This design comes from an exercise in tuning for small area on the open sky130 flow, not from production work. Where RTL was checked, it was by simulation tests only, not by an equivalence proof against the original. Power figures rest on the tool's default switching activity, not on a simulated workload.

==> run a <==
==> flow/design.v <==
`default_nettype none
`timescale 1ns/1ps
module Fifo #(
    parameter LEN = 10,
    parameter SIZE = 32
) (
    input logic clk_i,
    input logic rst_i,
    input logic valid_i,
    input logic ready_i,
    input logic[SIZE-1:0] data_i,
    output logic[SIZE-1:0] data_o,
    output logic valid_o,
    output logic is_full_o
);
localparam PTR_BIT = 32;
logic [PTR_BIT-1:0] w_ptr, r_ptr;
logic [SIZE-1:0] fifo [LEN-1:0];
logic [LEN-1:0] data_stored;
assign is_full_o = & (data_stored);
always_ff @( posedge clk_i ) begin
    if (rst_i == 1'b0) begin
        w_ptr <= '0;
        r_ptr <= '0;
        data_stored <= '0;
        data_o <= '0;
        valid_o <= 1'b0;
    end else begin
        valid_o <= 1'b0;
        if (valid_i == 1'b1) begin  
            w_ptr <= (w_ptr < LEN-1) ? w_ptr + 'd1 : '0;
            fifo[w_ptr] <= data_i;
            data_stored[w_ptr] <= 1'b1;
        end else if (ready_i == 1'b1) begin  
            r_ptr <= (r_ptr < LEN-1) ? r_ptr + 'd1 : '0;
            data_o <= fifo[r_ptr];
            data_stored[r_ptr] <= 1'b0;
            valid_o <= 1'b1;
        end else begin
            r_ptr <= r_ptr;
            w_ptr <= w_ptr;
        end
    end
end
endmodule
==> flow/run.sh <==
#!/bin/bash
# synth_recipe.tcl (not shown) runs the flow's synth.tcl, then flattens the netlist and writes it again
# the make line also repeats each setting of config.mk as NAME=value (left out here)
make -C /OpenROAD-flow-scripts/flow DESIGN_CONFIG=/design/flow/config.mk WORK_HOME=/design/flow/orfs CLKGATE_MAP_FILE= SYNTH_SCRIPT=/design/flow/synth_recipe.tcl finish
==> flow/config.mk <==
export PLATFORM = sky130hd
export DESIGN_NAME = Fifo
export DESIGN_NICKNAME = Fifo
export VERILOG_FILES = /design/flow/design.v
export SDC_FILE = /design/flow/constraint.sdc
export NUM_CORES = 4
export LEC_CHECK = 0
export CAP_MARGIN = 20
export CORE_MARGIN = 2
export CORE_UTILIZATION = 40
export SLEW_MARGIN = 20
==> flow/constraint.sdc <==
create_clock -name core_clock -period 5.0 [get_ports {clk_i}]
set_input_delay 1.0000 -clock core_clock [delete_from_list [all_inputs] [get_ports {clk_i}]]
set_output_delay 1.0000 -clock core_clock [all_outputs]
set_load 0.01 [all_outputs]
==> run b (differences from run a) <==
==> flow/design.v, changed modules only <==
module Fifo #(
    parameter LEN = 10,
    parameter SIZE = 32
) (
    input logic clk_i,
    input logic rst_i,
    input logic valid_i,
    input logic ready_i,
    input logic[SIZE-1:0] data_i,
    output logic[SIZE-1:0] data_o,
    output logic valid_o,
    output logic is_full_o
);
localparam JW = LEN / 2;
logic [JW-1:0] cnt;
logic [SIZE-1:0] fifo [LEN-1:0];
logic [LEN-1:0] occ;
logic [LEN-1:0] cnt_dec;
wire wr = valid_i;
wire rd = ~valid_i & ready_i;
assign is_full_o = &occ;
always_comb begin
    for (int k = 0; k < LEN; k++) begin
        if (k == 0)
            cnt_dec[k] = ~cnt[JW-1] & ~cnt[0];
        else if (k < JW)
            cnt_dec[k] = cnt[k-1] & ~cnt[k];
        else if (k == JW)
            cnt_dec[k] = cnt[JW-1] & cnt[0];
        else
            cnt_dec[k] = ~cnt[k-JW-1] & cnt[k-JW];
    end
end
always_ff @(posedge clk_i) begin
    valid_o <= rst_i && rd;
    if (!rst_i || valid_i || ready_i)
        cnt <= !rst_i ? '0 : wr ? {cnt[JW-2:0], ~cnt[JW-1]} : {~cnt[0], cnt[JW-1:1]};
end
wire wr_go = rst_i & valid_i;      
wire hold_go = rst_i & ~valid_i;   
logic [LEN-1:0] occ_d;
for (genvar p = 0; p < LEN; p++) begin : g_occ
    FifoFlagNext #(.FIRST(p == 0)) u_next (
        .occ_i(occ[p]), .prev_i(occ[(p + LEN - 1) % LEN]),
        .ready_i(ready_i), .dec_i(cnt_dec[(p + 1) % LEN]),
        .wr_i(wr_go), .hold_i(hold_go), .occ_o(occ_d[p])
    );
end
always_ff @(posedge clk_i) occ <= occ_d;
always_ff @(posedge clk_i) begin
    if (wr) begin
        fifo[0] <= data_i;
        for (int p = 1; p < LEN; p++)
            fifo[p] <= fifo[p-1];
    end
end
for (genvar b = 0; b < SIZE; b++) begin : g_rd
    logic [LEN-1:0] col;
    for (genvar i = 0; i < LEN; i++) begin : g_col
        assign col[i] = fifo[i][b];
    end
    FifoReadBit #(.LEN(LEN)) u_rd (.sel_i(cnt_dec), .d_i(col), .q_o(data_o[b]));
end
endmodule
module FifoReadBit #(
    parameter LEN = 10
) (
    input logic [LEN-1:0] sel_i,
    input logic [LEN-1:0] d_i,
    output logic q_o
);
logic [3:0] n;
FifoAoi3 u_g0 (.s_i(sel_i[2:0]), .d_i(d_i[2:0]), .n_o(n[0]));
FifoAoi3 u_g1 (.s_i(sel_i[5:3]), .d_i(d_i[5:3]), .n_o(n[1]));
FifoAoi3 u_g2 (.s_i(sel_i[8:6]), .d_i(d_i[8:6]), .n_o(n[2]));
assign n[3] = ~(sel_i[9] & d_i[9]);
assign q_o = ~&n;
endmodule
module FifoAoi3 (
    input logic [2:0] s_i,
    input logic [2:0] d_i,
    output logic n_o
);
assign n_o = ~|(s_i & d_i);
endmodule
module FifoFlagNext #(
    parameter bit FIRST = 0
) (
    input logic occ_i,
    input logic prev_i,
    input logic ready_i,
    input logic dec_i,
    input logic wr_i,
    input logic hold_i,
    output logic occ_o
);
assign occ_o = ((FIRST | prev_i) & wr_i) | (occ_i & hold_i & ~(ready_i & dec_i));
endmodule
==> flow/flow/run.sh (new file) <==
#!/bin/bash
# Standard ORFS layout (the standard.sh), with two knobs changed:
#  - port buffers use the smallest buffer cell (buf_1) instead of the default pick;
#  - clock tree synthesis without dummy loads, with its own buffer list and sink clusters.
set -euo pipefail
cd "$(dirname "$0")/.."
bash standard.sh \
  "BUFFER_PORTS_ARGS=-buffer_cell sky130_fd_sc_hd__buf_1" \
  "CTS_ARGS=-sink_clustering_enable -repair_clock_nets -dont_use_dummy_load -buf_list sky130_fd_sc_hd__clkbuf_8 -sink_clustering_size 20 -sink_clustering_max_diameter 60" \
  finish > standard_flow.log 2>&1
==> flow/standard.sh (new file) <==
#!/bin/bash
# synth_recipe.tcl (not shown) runs the flow's synth.tcl, then flattens the netlist and writes it again
# the make line also repeats each setting of config.mk as NAME=value (left out here)
make -C /OpenROAD-flow-scripts/flow DESIGN_CONFIG=/design/flow/config.mk WORK_HOME=/design/flow/orfs CLKGATE_MAP_FILE= SYNTH_SCRIPT=/design/flow/synth_recipe.tcl "${@:-finish}"
CAP_MARGIN = 0   (was 20)
CORE_UTILIZATION = 70   (was 40)
GPL_TIMING_DRIVEN = 0   (was not set)
SLEW_MARGIN = 0   (was 20)
SYNTH_HIERARCHICAL = 1   (was not set)
removed: flow/run.sh
==> run c (differences from run a) <==
==> flow/design.v, changed modules only <==
module Fifo #(
    parameter LEN = 10,
    parameter SIZE = 32
) (
    input logic clk_i,
    input logic rst_i,
    input logic valid_i,
    input logic ready_i,
    input logic[SIZE-1:0] data_i,
    output logic[SIZE-1:0] data_o,
    output logic valid_o,
    output logic is_full_o
);
localparam PTR_BIT = $clog2(LEN);
logic [PTR_BIT-1:0] w_ptr;
logic [LEN-1:0] r_oh;
logic [SIZE-1:0] fifo [LEN-1:0];
logic [LEN-1:0] data_stored;
logic [LEN-1:0] w_dec;
wire wr = valid_i;
wire rd = ~valid_i & ready_i;
assign is_full_o = &data_stored;
always_comb begin
    for (int i = 0; i < LEN; i++) begin
        w_dec[i] = (w_ptr == PTR_BIT'(i));
    end
end
always_ff @(posedge clk_i) begin
    if (rst_i == 1'b0) begin
        w_ptr <= '0;
        r_oh <= LEN'(1);
        data_stored <= '0;
        valid_o <= 1'b0;
    end else begin
        valid_o <= rd;
        if (wr) begin
            w_ptr <= (w_ptr == PTR_BIT'(LEN-1)) ? '0 : w_ptr + 1'b1;
            data_stored <= data_stored | w_dec;
        end else if (rd) begin
            r_oh <= {r_oh[LEN-2:0], r_oh[LEN-1]};
            data_stored <= data_stored & ~r_oh;
        end
    end
end
always_ff @(posedge clk_i) begin
    for (int i = 0; i < LEN; i++)
        if (wr && w_dec[i]) fifo[i] <= data_i;
end
always_comb begin
    data_o = '0;
    for (int i = 0; i < LEN; i++)
        if (r_oh[(i + 1) % LEN]) data_o = data_o | fifo[i];
end
endmodule
CTS_BUF_LIST = sky130_fd_sc_hd__clkbuf_8   (was not set)
==> summary of the runs <==
- Count of clock-buffer cells in the layout, highest first: run a, run c, run b.
- Register-to-register slack: run c is lower than run b (0.36 ns).
- Non-clock buffer count is the same in run b and run a.
- In run b the sequential power is larger than in run c, by about 5%.
- Between run c and run b, the lower fmax is in run c (gap about 5.5%, measured against run b).
- Design area: run c is higher than run b (13%).
- Core utilization, highest first: run b, run c, run a.
==> figures <==
metric                                                             run c           run a           run b
Cell count of the worst hold path                                      2               2               0
Portion of the layout cell area used by clock cells                7.47%           7.04%           2.25%
Cell count after placement                                          1107            1958             853
Combinational Power Share                                           3.4%            6.9%            9.7%
Register area share after synthesis                                81.8%           63.4%           86.0%
Slew of the pin with the lowest slew margin                      1.05 ns         1.10 ns        0.944 ns
Wire per inst                                                    22.9 um         20.6 um         25.9 um
Layout cell share with drive strength beyond 1                     12.6%           13.1%           7.95%
Vertical die dimension                                            180 um          219 um          133 um
Non-Filler Instances                                                1204            2042             874
Clkbuf count                                                          56              61              21
Result of the run                                         finished clean  finished clean  finished clean
Post-synthesis cell count                                            678            1375             547
Power after layout                                             0.00578 W       0.00776 W       0.00497 W
Proportion of final cell area spent on non-clock buffers           5.43%           3.95%           4.82%
Worst setup path class                                        reg -> out      reg -> reg      reg -> out
Only the layout flow was run in run a and run c; the RTL was not checked for function there.

## re-timing with driven ports
The flow's constraints put no driver on any port. The routed layouts listed below were extracted and timed again, unchanged, in two steps.
Step 1 sets driving cells, clkbuf_16 on the clock port and buf_2 on the other inputs (assumed; they add their load-dependent delay and slew).
Step 2, shift: input delay + t, output delay - t, t = (earliest + latest rising clock arrival at the registers) / 2. This alone moves slack from input paths to output paths.
Three values: no drivers, after step 1, after step 2; two values: the first two.
run | t (ns) | setup slack, ns | worst setup path after step 2 | pins driven straight from the clock port
run a | 0.632 | 1.148 / 1.148 / 1.148 | register to register | 1
run b | 0.553 | 1.493 / 1.454 / 2.007 | register to output | 1
run c | 0.609 | 1.289 / 1.250 / 1.363 | input to register | 1
After both steps setup and hold are still met in every run listed.
